From an optimization exercise on the open Yosys and OpenROAD flow, aimed at small area; shortcuts taken in it are not production practice. In this exercise RTL edits were held to simulation tests only and were not proved equivalent to the original. Power and IR drop assume default switching activity.

## flow/run.sh

```bash
#!/bin/bash
# synth_recipe.tcl (not shown) runs the flow's synth.tcl, then flattens the netlist and writes it again
# the make line also repeats each setting of config.mk as NAME=value (left out here)
make -C /OpenROAD-flow-scripts/flow DESIGN_CONFIG=/design/flow/config.mk WORK_HOME=/design/flow/orfs CLKGATE_MAP_FILE= SYNTH_SCRIPT=/design/flow/synth_recipe.tcl finish
```

## flow/config.mk

```make
export PLATFORM = sky130hd
export DESIGN_NAME = risc_v_cpu_optimized
export DESIGN_NICKNAME = risc_v_cpu_optimized
export VERILOG_FILES = /design/flow/design.v
export SDC_FILE = /design/flow/constraint.sdc
export NUM_CORES = 8
export LEC_CHECK = 0
export CAP_MARGIN = 20
export CORE_MARGIN = 2
export CORE_UTILIZATION = 40
export SETUP_SLACK_MARGIN = 0.3
export SLEW_MARGIN = 20
```

## flow/constraint.sdc

```tcl
create_clock -name core_clock -period 13.0 [get_ports {clk}]
set_input_delay 2.6000 -clock core_clock [delete_from_list [all_inputs] [get_ports {clk}]]
set_output_delay 2.6000 -clock core_clock [all_outputs]
set_load 0.01 [all_outputs]
```

## flow/design.v

```verilog
module immediate_gen_optimized #(
    parameter DATA_WIDTH = 32
) (
    input  wire [DATA_WIDTH-1:0] instruction,
    output wire [DATA_WIDTH-1:0] immediate
);
    wire [6:0] opcode = instruction[6:0];
    wire [31:0] i_imm, s_imm, b_imm, u_imm, j_imm;
    assign i_imm = {{20{instruction[31]}}, instruction[31:20]};
    wire [11:0] s_imm_parts = {instruction[31:25], instruction[11:7]};
    assign s_imm = {{20{instruction[31]}}, s_imm_parts};
    wire [11:0] b_imm_parts = {instruction[31], instruction[7], instruction[30:25], instruction[11:8]};
    assign b_imm = {{19{instruction[31]}}, b_imm_parts, 1'b0};
    assign u_imm = {instruction[31:12], 12'h000};
    wire [19:0] j_imm_parts = {instruction[31], instruction[19:12], instruction[20], instruction[30:21]};
    assign j_imm = {{11{instruction[31]}}, j_imm_parts, 1'b0};
    wire sel_i = (opcode[6:2] == 5'b00000) ||   
                 (opcode[6:2] == 5'b00100) ||   
                 (opcode[6:2] == 5'b11001) ||   
                 (opcode[6:2] == 5'b11100);     
    wire sel_s = (opcode[6:2] == 5'b01000);     
    wire sel_b = (opcode[6:2] == 5'b11000);     
    wire sel_u = (opcode[6:2] == 5'b01101) ||   
                 (opcode[6:2] == 5'b00101);     
    wire sel_j = (opcode[6:2] == 5'b11011);     
    wire [31:0] mux_a = sel_i ? i_imm : s_imm;   
    wire [31:0] mux_b = sel_b ? b_imm : j_imm;   
    wire [31:0] mux_c = sel_u ? u_imm : 32'h0;   
    wire sel_ab = sel_i | sel_s;
    wire sel_cd = sel_b | sel_j;
    wire [31:0] result_ab = sel_ab ? mux_a : mux_b;
    wire [31:0] result_cd = sel_cd ? mux_b : mux_c;
    assign immediate = (sel_i | sel_s | sel_b | sel_j) ? result_ab : result_cd;
endmodule 
module control_unit (
    input  wire [6:0] opcode,
    input  wire [2:0] funct3,
    input  wire [6:0] funct7,
    output reg        reg_write,
    output reg        mem_read,
    output reg        mem_write,
    output reg        branch,
    output reg        jump,
    output reg        alu_src,
    output reg [3:0]  alu_op,
    output reg [1:0]  wb_sel,
    output reg [1:0]  pc_sel
);
    localparam OP_LUI     = 7'b0110111;
    localparam OP_AUIPC   = 7'b0010111;
    localparam OP_JAL     = 7'b1101111;
    localparam OP_JALR    = 7'b1100111;
    localparam OP_BRANCH  = 7'b1100011;
    localparam OP_LOAD    = 7'b0000011;
    localparam OP_STORE   = 7'b0100011;
    localparam OP_IMM     = 7'b0010011;
    localparam OP_REG     = 7'b0110011;
    localparam OP_FENCE   = 7'b0001111;
    localparam OP_SYSTEM  = 7'b1110011;
    localparam ALU_ADD    = 4'b0000;
    localparam ALU_SUB    = 4'b0001;
    localparam ALU_AND    = 4'b0010;
    localparam ALU_OR     = 4'b0011;
    localparam ALU_XOR    = 4'b0100;
    localparam ALU_SLL    = 4'b0101;
    localparam ALU_SRL    = 4'b0110;
    localparam ALU_SRA    = 4'b0111;
    localparam ALU_SLT    = 4'b1000;
    localparam ALU_SLTU   = 4'b1001;
    localparam ALU_PASS_A = 4'b1010;
    localparam ALU_PASS_B = 4'b1011;
    localparam WB_ALU     = 2'b00;
    localparam WB_MEM     = 2'b01;
    localparam WB_PC4     = 2'b10;
    localparam WB_IMM     = 2'b11;
    localparam PC_PLUS4   = 2'b00;
    localparam PC_ALU     = 2'b01;
    localparam PC_IMM     = 2'b10;
    always @(*) begin
        reg_write = 1'b0;
        mem_read  = 1'b0;
        mem_write = 1'b0;
        branch    = 1'b0;
        jump      = 1'b0;
        alu_src   = 1'b0;
        alu_op    = ALU_ADD;
        wb_sel    = WB_ALU;
        pc_sel    = PC_PLUS4;
        case (opcode)
            OP_LUI: begin
                reg_write = 1'b1;
                alu_src   = 1'b1;
                alu_op    = ALU_PASS_B;
                wb_sel    = WB_ALU;
            end
            OP_AUIPC: begin
                reg_write = 1'b1;
                alu_src   = 1'b1;
                alu_op    = ALU_ADD;
                wb_sel    = WB_ALU;
            end
            OP_JAL: begin
                reg_write = 1'b1;
                jump      = 1'b1;
                wb_sel    = WB_PC4;
                pc_sel    = PC_IMM;
            end
            OP_JALR: begin
                reg_write = 1'b1;
                jump      = 1'b1;
                alu_src   = 1'b1;
                alu_op    = ALU_ADD;
                wb_sel    = WB_PC4;
                pc_sel    = PC_ALU;
            end
            OP_BRANCH: begin
                branch = 1'b1;
                alu_src = 1'b0;
                case (funct3)
                    3'b000: alu_op = ALU_SUB;   
                    3'b001: alu_op = ALU_SUB;   
                    3'b100: alu_op = ALU_SLT;   
                    3'b101: alu_op = ALU_SLT;   
                    3'b110: alu_op = ALU_SLTU;  
                    3'b111: alu_op = ALU_SLTU;  
                    default: alu_op = ALU_SUB;
                endcase
            end
            OP_LOAD: begin
                reg_write = 1'b1;
                mem_read  = 1'b1;
                alu_src   = 1'b1;
                alu_op    = ALU_ADD;
                wb_sel    = WB_MEM;
            end
            OP_STORE: begin
                mem_write = 1'b1;
                alu_src   = 1'b1;
                alu_op    = ALU_ADD;
            end
            OP_IMM: begin
                reg_write = 1'b1;
                alu_src   = 1'b1;
                case (funct3)
                    3'b000: alu_op = ALU_ADD;    
                    3'b010: alu_op = ALU_SLT;    
                    3'b011: alu_op = ALU_SLTU;   
                    3'b100: alu_op = ALU_XOR;    
                    3'b110: alu_op = ALU_OR;     
                    3'b111: alu_op = ALU_AND;    
                    3'b001: alu_op = ALU_SLL;    
                    3'b101: begin
                        if (funct7[5])
                            alu_op = ALU_SRA;    
                        else
                            alu_op = ALU_SRL;    
                    end
                    default: alu_op = ALU_ADD;
                endcase
                wb_sel = WB_ALU;
            end
            OP_REG: begin
                reg_write = 1'b1;
                alu_src   = 1'b0;
                case (funct3)
                    3'b000: begin
                        if (funct7[5])
                            alu_op = ALU_SUB;    
                        else
                            alu_op = ALU_ADD;    
                    end
                    3'b001: alu_op = ALU_SLL;    
                    3'b010: alu_op = ALU_SLT;    
                    3'b011: alu_op = ALU_SLTU;   
                    3'b100: alu_op = ALU_XOR;    
                    3'b101: begin
                        if (funct7[5])
                            alu_op = ALU_SRA;    
                        else
                            alu_op = ALU_SRL;    
                    end
                    3'b110: alu_op = ALU_OR;     
                    3'b111: alu_op = ALU_AND;    
                    default: alu_op = ALU_ADD;
                endcase
                wb_sel = WB_ALU;
            end
            OP_FENCE: begin
                reg_write = 1'b0;
            end
            OP_SYSTEM: begin
                case (funct3)
                    3'b000: begin
                        reg_write = 1'b0;
                    end
                    default: begin
                        reg_write = 1'b1;
                        alu_src   = 1'b1;
                        alu_op    = ALU_PASS_B;
                        wb_sel    = WB_ALU;
                    end
                endcase
            end
            default: begin
                reg_write = 1'b0;
                mem_read  = 1'b0;
                mem_write = 1'b0;
                branch    = 1'b0;
                jump      = 1'b0;
            end
        endcase
    end
endmodule 
module register_file #(
    parameter DATA_WIDTH = 32,
    parameter ADDR_WIDTH = 5
) (
    input  wire                  clk,
    input  wire                  rst_n,
    input  wire [ADDR_WIDTH-1:0] rs1_addr,
    input  wire [ADDR_WIDTH-1:0] rs2_addr,
    output wire [DATA_WIDTH-1:0] rs1_data,
    output wire [DATA_WIDTH-1:0] rs2_data,
    input  wire [ADDR_WIDTH-1:0] rd_addr,
    input  wire [DATA_WIDTH-1:0] rd_data,
    input  wire                  reg_we
);
    reg [DATA_WIDTH-1:0] registers [31:1];  
    integer i;
    always @(posedge clk or negedge rst_n) begin
        if (!rst_n) begin
            for (i = 1; i < 32; i = i + 1) begin
                registers[i] <= 32'h00000000;
            end
        end else if (reg_we && rd_addr != 5'b00000) begin
            registers[rd_addr] <= rd_data;
        end
    end
    assign rs1_data = (rs1_addr == 5'b00000) ? 32'h00000000 : registers[rs1_addr];
    assign rs2_data = (rs2_addr == 5'b00000) ? 32'h00000000 : registers[rs2_addr];
endmodule 
module alu_optimized #(
    parameter DATA_WIDTH = 32
) (
    input  wire [DATA_WIDTH-1:0] src1,
    input  wire [DATA_WIDTH-1:0] src2,
    input  wire [3:0]            alu_op,
    output wire [DATA_WIDTH-1:0] result,
    output wire                  zero,
    output wire                  fast_ready,
    output wire                  slow_ready
);
    localparam ALU_ADD    = 4'b0000;
    localparam ALU_SUB    = 4'b0001;
    localparam ALU_AND    = 4'b0010;
    localparam ALU_OR     = 4'b0011;
    localparam ALU_XOR    = 4'b0100;
    localparam ALU_SLL    = 4'b0101;
    localparam ALU_SRL    = 4'b0110;
    localparam ALU_SRA    = 4'b0111;
    localparam ALU_SLT    = 4'b1000;
    localparam ALU_SLTU   = 4'b1001;
    localparam ALU_PASS_A = 4'b1010;
    localparam ALU_PASS_B = 4'b1011;
    wire is_fast_op = (alu_op == ALU_ADD) || (alu_op == ALU_SUB) || 
                      (alu_op == ALU_PASS_A) || (alu_op == ALU_PASS_B);
    wire is_logic_op = (alu_op == ALU_AND) || (alu_op == ALU_OR) || 
                       (alu_op == ALU_XOR);
    wire is_shift_op = (alu_op == ALU_SLL) || (alu_op == ALU_SRL) || 
                       (alu_op == ALU_SRA);
    wire is_compare_op = (alu_op == ALU_SLT) || (alu_op == ALU_SLTU);
    wire [31:0] add_result;
    wire [31:0] sub_result;
    assign add_result = src1 + src2;
    assign sub_result = src1 - src2;
    wire [31:0] and_result = src1 & src2;
    wire [31:0] or_result  = src1 | src2;
    wire [31:0] xor_result = src1 ^ src2;
    wire [31:0] pass_a_result = src1;
    wire [31:0] pass_b_result = src2;
    wire [4:0] shamt = src2[4:0];
    wire signed [31:0] signed_src1 = $signed(src1);
    wire signed [31:0] signed_src2 = $signed(src2);
    wire [31:0] sll_result = src1 << shamt;
    wire [31:0] srl_result = src1 >> shamt;
    wire [31:0] sra_result = $unsigned(signed_src1 >>> shamt);
    wire slt_result  = (signed_src1 < signed_src2);
    wire sltu_result = (src1 < src2);
    wire [31:0] fast_arith_result = (alu_op[0]) ? sub_result : add_result;
    wire [31:0] fast_logic_result = (alu_op[1:0] == 2'b10) ? and_result :
                                   (alu_op[1:0] == 2'b11) ? or_result :
                                                           xor_result;
    wire [31:0] fast_pass_result = (alu_op[0]) ? pass_b_result : pass_a_result;
    wire [31:0] fast_result = (alu_op[3:2] == 2'b00) ? 
                             ((alu_op[1]) ? fast_logic_result : fast_arith_result) :
                             fast_pass_result;
    wire [31:0] shift_result = (alu_op[1:0] == 2'b01) ? sll_result :
                              (alu_op[1:0] == 2'b10) ? srl_result :
                                                      sra_result;
    wire [31:0] compare_result = {31'b0, (alu_op[0]) ? sltu_result : slt_result};
    wire [31:0] slow_result = (alu_op[3]) ? compare_result : shift_result;
    assign result = is_fast_op ? fast_result :
                   is_logic_op ? fast_logic_result :
                   slow_result;
    assign fast_ready = is_fast_op | is_logic_op;
    assign slow_ready = 1'b1;   
    assign zero = (result == 32'h00000000);
endmodule 
module branch_unit_optimized (
    input  wire [31:0] rs1_data,
    input  wire [31:0] rs2_data,
    input  wire [2:0]  funct3,
    output wire        branch_taken,
    output wire        predict_taken
);
    localparam BEQ  = 3'b000;
    localparam BNE  = 3'b001;
    localparam BLT  = 3'b100;
    localparam BGE  = 3'b101;
    localparam BLTU = 3'b110;
    localparam BGEU = 3'b111;
    wire eq_result  = (rs1_data == rs2_data);
    wire ne_result  = ~eq_result;
    wire signed [31:0] signed_rs1 = $signed(rs1_data);
    wire signed [31:0] signed_rs2 = $signed(rs2_data);
    wire slt_result = (signed_rs1 < signed_rs2);
    wire sge_result = ~slt_result;
    wire ult_result = (rs1_data < rs2_data);
    wire uge_result = ~ult_result;
    wire [5:0] comparison_results = {uge_result, ult_result, sge_result, 
                                   slt_result, ne_result, eq_result};
    reg taken_sel;
    always @(*) begin
        case (funct3)
            BEQ:     taken_sel = comparison_results[0];
            BNE:     taken_sel = comparison_results[1];
            BLT:     taken_sel = comparison_results[2];
            BGE:     taken_sel = comparison_results[3];
            BLTU:    taken_sel = comparison_results[4];
            BGEU:    taken_sel = comparison_results[5];
            default: taken_sel = 1'b0;
        endcase
    end
    assign branch_taken = taken_sel;
    assign predict_taken = 1'b1;   
endmodule 
module risc_v_cpu_optimized #(
    parameter DATA_WIDTH = 32,
    parameter ADDR_WIDTH = 32,
    parameter REG_FILE_ADDR_WIDTH = 5
) (
    input  wire                      clk,
    input  wire                      rst_n,
    output wire [ADDR_WIDTH-1:0]     imem_addr,
    output wire                      imem_req,
    input  wire [DATA_WIDTH-1:0]     imem_data,
    input  wire                      imem_ready,
    output wire [ADDR_WIDTH-1:0]     dmem_addr,
    output wire [DATA_WIDTH-1:0]     dmem_wdata,
    output wire [3:0]                dmem_wstrb,
    output wire                      dmem_req,
    output wire                      dmem_we,
    input  wire [DATA_WIDTH-1:0]     dmem_rdata,
    input  wire                      dmem_ready,
    output wire [31:0]               cycle_count,
    output wire [31:0]               instr_count,
    output wire [31:0]               stall_count,
    output wire [31:0]               branch_count,
    output wire [31:0]               branch_taken_count
);
    reg [DATA_WIDTH-1:0] if_pc, id_pc;
    reg [DATA_WIDTH-1:0] if_instruction, id_instruction;
    reg                  if_valid, id_valid;
    wire stall_if, stall_id, flush_if, flush_id;
    wire pipeline_ready;
    wire [6:0]  opcode;
    wire [4:0]  rd, rs1, rs2;
    wire [2:0]  funct3;
    wire [6:0]  funct7;
    wire [31:0] immediate;
    wire        reg_write;
    wire [1:0]  reg_write_src;
    wire        alu_src;
    wire [3:0]  alu_op;
    wire        mem_read, mem_write;
    wire [2:0]  mem_size;
    wire        branch, jump;
    wire        branch_condition;
    wire        fast_ready, slow_ready;
    wire [DATA_WIDTH-1:0] rs1_data, rs2_data, rd_data;
    wire [DATA_WIDTH-1:0] alu_src1, alu_src2, alu_result;
    wire                  alu_zero;
    wire                  branch_taken, predict_taken;
    wire [DATA_WIDTH-1:0] branch_target, jump_target;
    wire [DATA_WIDTH-1:0] next_pc;
    wire [DATA_WIDTH-1:0] mem_result;
    wire [3:0]            mem_strobe;
    reg [31:0] cycle_counter;
    reg [31:0] instr_counter; 
    reg [31:0] stall_counter;
    reg [31:0] branch_counter;
    reg [31:0] branch_taken_counter;
    assign cycle_count = cycle_counter;
    assign instr_count = instr_counter;
    assign stall_count = stall_counter;
    assign branch_count = branch_counter;
    assign branch_taken_count = branch_taken_counter;
    reg [DATA_WIDTH-1:0] pc_reg;
    wire pc_enable = pipeline_ready && imem_ready && !stall_if;
    wire [DATA_WIDTH-1:0] pc_plus_4 = pc_reg + 4;
    assign branch_target = id_pc + immediate;
    assign jump_target = (opcode == 7'b1101111) ? id_pc + immediate :   
                        (opcode == 7'b1100111) ? alu_result :            
                        pc_plus_4;
    assign next_pc = (flush_id) ? branch_target :
                    (jump && id_valid) ? jump_target :
                    pc_plus_4;
    always @(posedge clk or negedge rst_n) begin
        if (!rst_n) begin
            pc_reg <= 32'h00001000;  
        end else if (pc_enable || flush_id) begin
            pc_reg <= next_pc;
        end
    end
    assign imem_addr = pc_reg;
    assign imem_req = !stall_if && rst_n;
    always @(posedge clk or negedge rst_n) begin
        if (!rst_n) begin
            if_pc <= 32'h00001000;
            if_instruction <= 32'h00000013;  
            if_valid <= 1'b0;
        end else if (flush_if) begin
            if_pc <= 32'h00001000;
            if_instruction <= 32'h00000013;
            if_valid <= 1'b0;
        end else if (pc_enable) begin
            if_pc <= pc_reg;
            if_instruction <= imem_data;
            if_valid <= imem_ready;
        end else if (!stall_id) begin
            if_valid <= 1'b0;
        end
    end
    always @(posedge clk or negedge rst_n) begin
        if (!rst_n) begin
            id_pc <= 32'h00001000;
            id_instruction <= 32'h00000013;
            id_valid <= 1'b0;
        end else if (flush_id) begin
            id_pc <= 32'h00001000;
            id_instruction <= 32'h00000013;
            id_valid <= 1'b0;
        end else if (!stall_id) begin
            id_pc <= if_pc;
            id_instruction <= if_instruction;
            id_valid <= if_valid;
        end
    end
    assign mem_size = funct3;
    assign opcode = id_instruction[6:0];
    assign rd     = id_instruction[11:7];
    assign funct3 = id_instruction[14:12];
    assign rs1    = id_instruction[19:15];
    assign rs2    = id_instruction[24:20];
    assign funct7 = id_instruction[31:25];
    immediate_gen_optimized imm_gen (
        .instruction(id_instruction),
        .immediate(immediate)
    );
    control_unit ctrl_unit (
        .opcode(opcode),
        .funct3(funct3),
        .funct7(funct7),
        .reg_write(reg_write),
        .wb_sel(reg_write_src),
        .pc_sel(),
        .alu_src(alu_src),
        .alu_op(alu_op),
        .mem_read(mem_read),
        .mem_write(mem_write),
        .branch(branch),
        .jump(jump)
    );
    register_file reg_file (
        .clk(clk),
        .rst_n(rst_n),
        .rs1_addr(rs1),
        .rs2_addr(rs2),
        .rd_addr(rd),
        .rd_data(rd_data),
        .reg_we(reg_write && id_valid && !stall_id),
        .rs1_data(rs1_data),
        .rs2_data(rs2_data)
    );
    assign alu_src1 = (opcode == 7'b0010111) ? id_pc : rs1_data;   
    assign alu_src2 = alu_src ? immediate : rs2_data;
    alu_optimized alu (
        .src1(alu_src1),
        .src2(alu_src2),
        .alu_op(alu_op),
        .result(alu_result),
        .zero(alu_zero),
        .fast_ready(fast_ready),
        .slow_ready(slow_ready)
    );
    branch_unit_optimized branch_unit (
        .rs1_data(rs1_data),
        .rs2_data(rs2_data), 
        .funct3(funct3),
        .branch_taken(branch_taken),
        .predict_taken(predict_taken)
    );
    assign branch_condition = branch && branch_taken && id_valid;
    assign dmem_addr = alu_result;
    assign dmem_wdata = rs2_data;
    assign dmem_req = (mem_read || mem_write) && id_valid;
    assign dmem_we = mem_write;
    memory_byte_enable mem_be_gen (
        .addr(alu_result[1:0]),
        .mem_size(mem_size),
        .byte_enable(mem_strobe)
    );
    assign dmem_wstrb = mem_strobe;
    memory_load_unit mem_load (
        .addr(alu_result[1:0]),
        .mem_size(mem_size),
        .mem_data(dmem_rdata),
        .load_result(mem_result)
    );
    wire [DATA_WIDTH-1:0] pc_plus_4_wb = id_pc + 4;
    assign rd_data = (reg_write_src == 2'b00) ? alu_result :
                    (reg_write_src == 2'b01) ? mem_result :
                    (reg_write_src == 2'b10) ? pc_plus_4_wb :
                    32'h00000000;
    assign stall_if = !imem_ready || stall_id;
    assign stall_id = (mem_read || mem_write) && !dmem_ready;
    assign flush_if = branch_condition || (jump && id_valid);
    assign flush_id = branch_condition || (jump && id_valid);
    assign pipeline_ready = 1'b1;
    always @(posedge clk or negedge rst_n) begin
        if (!rst_n) begin
            cycle_counter <= 32'h0;
            instr_counter <= 32'h0;
            stall_counter <= 32'h0;
            branch_counter <= 32'h0;
            branch_taken_counter <= 32'h0;
        end else begin
            cycle_counter <= cycle_counter + 1;
            if (id_valid && !stall_id) begin
                instr_counter <= instr_counter + 1;
            end
            if (stall_if || stall_id) begin
                stall_counter <= stall_counter + 1;
            end
            if (branch && id_valid) begin
                branch_counter <= branch_counter + 1;
                if (branch_taken) begin
                    branch_taken_counter <= branch_taken_counter + 1;
                end
            end
        end
    end
endmodule
module memory_byte_enable (
    input  wire [1:0] addr,
    input  wire [2:0] mem_size,
    output reg  [3:0] byte_enable
);
    always @(*) begin
        case (mem_size)
            3'b000:  
                case (addr)
                    2'b00: byte_enable = 4'b0001;
                    2'b01: byte_enable = 4'b0010; 
                    2'b10: byte_enable = 4'b0100;
                    2'b11: byte_enable = 4'b1000;
                endcase
            3'b001:  
                case (addr[1])
                    1'b0: byte_enable = 4'b0011;
                    1'b1: byte_enable = 4'b1100;
                endcase
            3'b010:  
                byte_enable = 4'b1111;
            default:
                byte_enable = 4'b1111;
        endcase
    end
endmodule
module memory_load_unit (
    input  wire [1:0]  addr,
    input  wire [2:0]  mem_size,
    input  wire [31:0] mem_data,
    output reg  [31:0] load_result
);
    always @(*) begin
        case (mem_size)
            3'b000:  
                case (addr)
                    2'b00: load_result = {{24{mem_data[7]}}, mem_data[7:0]};
                    2'b01: load_result = {{24{mem_data[15]}}, mem_data[15:8]};
                    2'b10: load_result = {{24{mem_data[23]}}, mem_data[23:16]};
                    2'b11: load_result = {{24{mem_data[31]}}, mem_data[31:24]};
                endcase
            3'b001:  
                case (addr[1])
                    1'b0: load_result = {{16{mem_data[15]}}, mem_data[15:0]};
                    1'b1: load_result = {{16{mem_data[31]}}, mem_data[31:16]};
                endcase
            3'b010:  
                load_result = mem_data;
            3'b100:  
                case (addr)
                    2'b00: load_result = {24'h0, mem_data[7:0]};
                    2'b01: load_result = {24'h0, mem_data[15:8]};
                    2'b10: load_result = {24'h0, mem_data[23:16]};
                    2'b11: load_result = {24'h0, mem_data[31:24]};
                endcase
            3'b101:  
                case (addr[1])
                    1'b0: load_result = {16'h0, mem_data[15:0]};
                    1'b1: load_result = {16'h0, mem_data[31:16]};
                endcase
            default:
                load_result = mem_data;
        endcase
    end
endmodule 
```

==> metrics.md <==
| Metric | Value |
|---|---|
| MaxCap Viol Count | 0 |
| DRT antenna net count | 0 |
| Largest net degree at the start of global routing | 161 |
| Vias in the first global route | 78320 |
| # resized after CTS | 0 |
| Register bank with the most flops | reg_file.registers |
| HP Class | flop to flop |
| Die width | 449.2 um |
| Fraction of registers with async set/reset | 100.0% |
| Arrival time at the worst endpoint | 9.84 ns |
| Yosys reg bits | 1314 |
| Leak pwr | 0.04036 uW |
| Maximum vdd ir drop | 0.0001305 V |
| Core Region | 0.1972 sq mm |
| Initial Util | 40.20% |
| Chip height | 449.2 um |
| HPWL Detailed | 337000 um |
| Critical path required time | 10.40 ns |
| CP max-delay cell | a21oi_1 |
| Most Frequent Cell on Critical Path | buf_4 |
| # fillers | 19250 |
| Synth Net Count | 9549 |
| Routability cong. | 1.068 |
| Site Rows | 163 |
| CTS tree | done |
| CP peak stage delay | 0.90 ns |
| Mapped Cells | 9311 |
| Clk pin slew, worst setup/hold paths | 0.06 ns |
| Max reg flops | 992 |
| TritonRoute pass-1 iters | 11 |
| Drt wl/cell | 39.48 um |
| Detailed-route via count | 85080 |
| Layout Nets | 9608 |
| Worst slew margin | 10.98% |
| WL final | 479700 um |
| Synth warnings | 7 |
| Die area | 0.2018 sq mm |
| # port buffers | 330 |
| Syn_area_per_cell | 8.515 sq um |
| Tmin final | 12.44 ns |
| Ports | 331 |
| Least-Margin Pin Slew | 1.317 ns |
| RSZ-0062 raised after global routing | no |
| CP max FO | 18 |
| Post-synthesis cell type count | 124 |
| Final setup fails | 0 |
| Design area | 0.09189 sq mm |
| Endpoint class of the critical path | output port |
| CTS buffer count | 150 |
| Fmax | 0.08040 GHz |
| Initial antenna violation count | 37 |
| Layout cells sized above 1 | 11.54% |
| Final TNS setup | 0 ns |
| Critical path class | flop to output port |
| Root Driver | clkbuf_16 |
| Detailed Route Iter0 Violations | 15040 |
| H-tree lvl count | 4 |
| Seq/Total Area, Yosys | 41.49% |
| Final hold vios | 0 |
| Hold_buf cts | 0 |
| Clk Latency, worst-skew pair | 0.87 ns |
| Synth Cell Area | 0.07928 sq mm |
| CTS sink cnt | 1314 |
| Post-synth EDFFs | 0 |
| Synth Flop Type | dfrtp_1 |
| Cell Pwr Density | 144.3 mW/mm^2 |
| Max clock buf depth | 3 |
| # Post-CTS Setup Buffers | 0 |
| GRT Total Usage | 45.94% |
| Run status | complete, no violations |
| Final period utilization | 95.67% |
| Total grt overflow | 0 |
| First-pass GRT wire length | 653800 um |
| Vias per cell | 7.002 |
| Synth-to-Final Area Change | 15.91% |
| DRC | 0 |
| DP Area | 0.08648 sq mm |
| Pins Over Slew Limit | 0 |
| Critical Path Start Type | flop |
| Post-Route Skew | 0.06439 ns |
==> synth_stat cells, types with 57 or more instances <==
| master | count | area (sq um) |
|---|---|---|
| buf_2 | 123 | 615.6 |
| xnor2_1 | 189 | 1655 |
| o21ai_0 | 753 | 3769 |
| o22ai_1 | 78 | 488.0 |
| nand3_1 | 399 | 1997 |
| xor2_1 | 76 | 665.6 |
| a221oi_1 | 59 | 516.8 |
| nor4_1 | 78 | 488.0 |
| mux2i_1 | 145 | 1451 |
| a22o_1 | 58 | 508.0 |
| a21oi_1 | 702 | 3513 |
| nor3_1 | 100 | 500.5 |
| nand4_1 | 178 | 1114 |
| clkbuf_1 | 601 | 2256 |
| nor2_1 | 693 | 2601 |
| and3_1 | 398 | 2490 |
| a211oi_1 | 68 | 510.5 |
| ha_1 | 167 | 2090 |
| a22oi_1 | 410 | 3078 |
| a2111oi_0 | 95 | 832.1 |
| mux2_2 | 160 | 1802 |
| inv_1 | 158 | 593.1 |
| dfrtp_1 | 1305 | 32660 |
| nand2_1 | 1314 | 4932 |
| o211ai_1 | 57 | 427.9 |
==> routing by layer <==
layer | global-route usage, % | up-vias | routed length, um
met2 | 63.10 | 7015 | 189000
met1 | 60.21 | 42110 | 185700
met3 | 16.35 | 1957 | 63450
li1 | - | 33990 | -
met5 | 0 | - | 104
met4 | 30.88 | 16 | 41430
==> final timing paths <==
| path | start | to | slack, ns | cells past startpoint |
|---|---|---|---|---|
| max | id_instruction[21] | dmem_wstrb[2] | 0.56 | 25 |
| min | instr_counter[31] | instr_counter[31] | 0.46 | 1 |
| max reg2reg | id_instruction[21] | reg_file.registers[14][21] | 2.43 | 27 |
| min reg2reg | instr_counter[31] | instr_counter[31] | 0.46 | 1 |
| max in group asynchronous | rst_n | cycle_counter[6] | 7.78 | 5 |
| min in group asynchronous | rst_n | reg_file.registers[14][1] | 1.65 | 1 |
==> report_power, final <==
part / internal, uW / switching, uW
sequential: 4360 / 474
clock: 2750 / 1900
combinational: 1100 / 2680
total: 8210 / 5050
==> metrics by stage <==
stage / util (%) / std cells / total power, uW / setup WS (ns) / hold slack, ns
floorplan: - / 9311 / 6549 / 4.154 / 0.4497
global placement: 43.84 / 11860 / 8464 / 2.070 / 0.4577
detailed placement: 43.85 / 11860 / 8476 / 1.999 / 0.4591
CTS: 46.53 / 12120 / 13080 / 1.109 / 0.4692
global route: 46.56 / 12130 / 13540 / 0.4843 / 0.4873
finish: 46.59 / 12150 / 13260 / 0.5628 / 0.4605
==> placed cells by master, fill, tap and decap left out, types with 67 or more instances in the layout <==
master	synthesis	layout
nor2_1	693	613
nand4_1	178	178
nor3_1	100	97
xor2_1	76	76
and3_1	398	397
ha_1	167	167
inv_1	158	158
a2111oi_0	95	95
a21oi_1	702	692
clkdlybuf4s50_1	0	329
a211oi_1	68	67
dfrtp_1	1305	1297
o22ai_1	78	75
a22oi_1	410	409
buf_4	21	355
nand3_1	399	399
o21ai_0	753	750
mux2_2	160	160
clkbuf_16	0	152
mux2i_1	145	145
xnor2_1	189	189
nand2_1	1314	1295
nor4_1	78	74
==> critical path: cells and delay by family (launching register included) <==
family	cells	cell delay, ns
compound gates	12	3.38
flops	1	0.75
buf+inv	4	1.58
fa+ha+maj	1	0.47
mux	1	0.15
simple gates	7	2.58
==> cell type report <==
class	count	area [sq um]	area share [%]
diodes	26	65.06	0.07080
clock buffers	205	4263	4.639
clock inverters	62	1030	1.121
inverters	166	625.6	0.6808
multi-input cells	7031	43340	47.16
flip-flops and latches	1314	32910	35.82
well taps	2640	3303	3.595
repair buffers	707	6355	6.916
==> kinds of logic after synthesis <==
kind of cell	count (synthesis)	share of synthesized area, %
compound gates	2758	22.36
xor+xnor	265	2.928
fa+ha+maj	171	2.724
buf+inv	966	4.955
flops	1314	41.49
mux	321	4.367
simple gates	3516	21.18

-- separate check: timing with driven ports --
In the flow no input, the clock included, has a driving cell. The finished layout below was timed again as built, in two steps.
Step 1, drivers: a clkbuf_16 drives clk and a buf_2 each remaining input, both assumed.
Step 2 adds t to the input delays and takes it off the output delays; t is the mean of the earliest and latest rising clock arrival at the registers after step 1. Input paths then give back, and output paths get back, about the clock's delay inside the block.
a / b / c = ideal ports / drivers / drivers and shift; a / b = the first two.
shift t [ns]: 0.926
setup WS [ns]: 0.563 / 0.469 / 1.395
clock arrival spread, ns: 0.064 / 0.064
worst data-port slew with drivers (ns): 0.15
cell pins on the clock port's net: 1
After both steps this run still meets setup and hold. For this run, drivers alone change the setup slack by -0.094 ns; drivers and shift together by +0.832 ns.
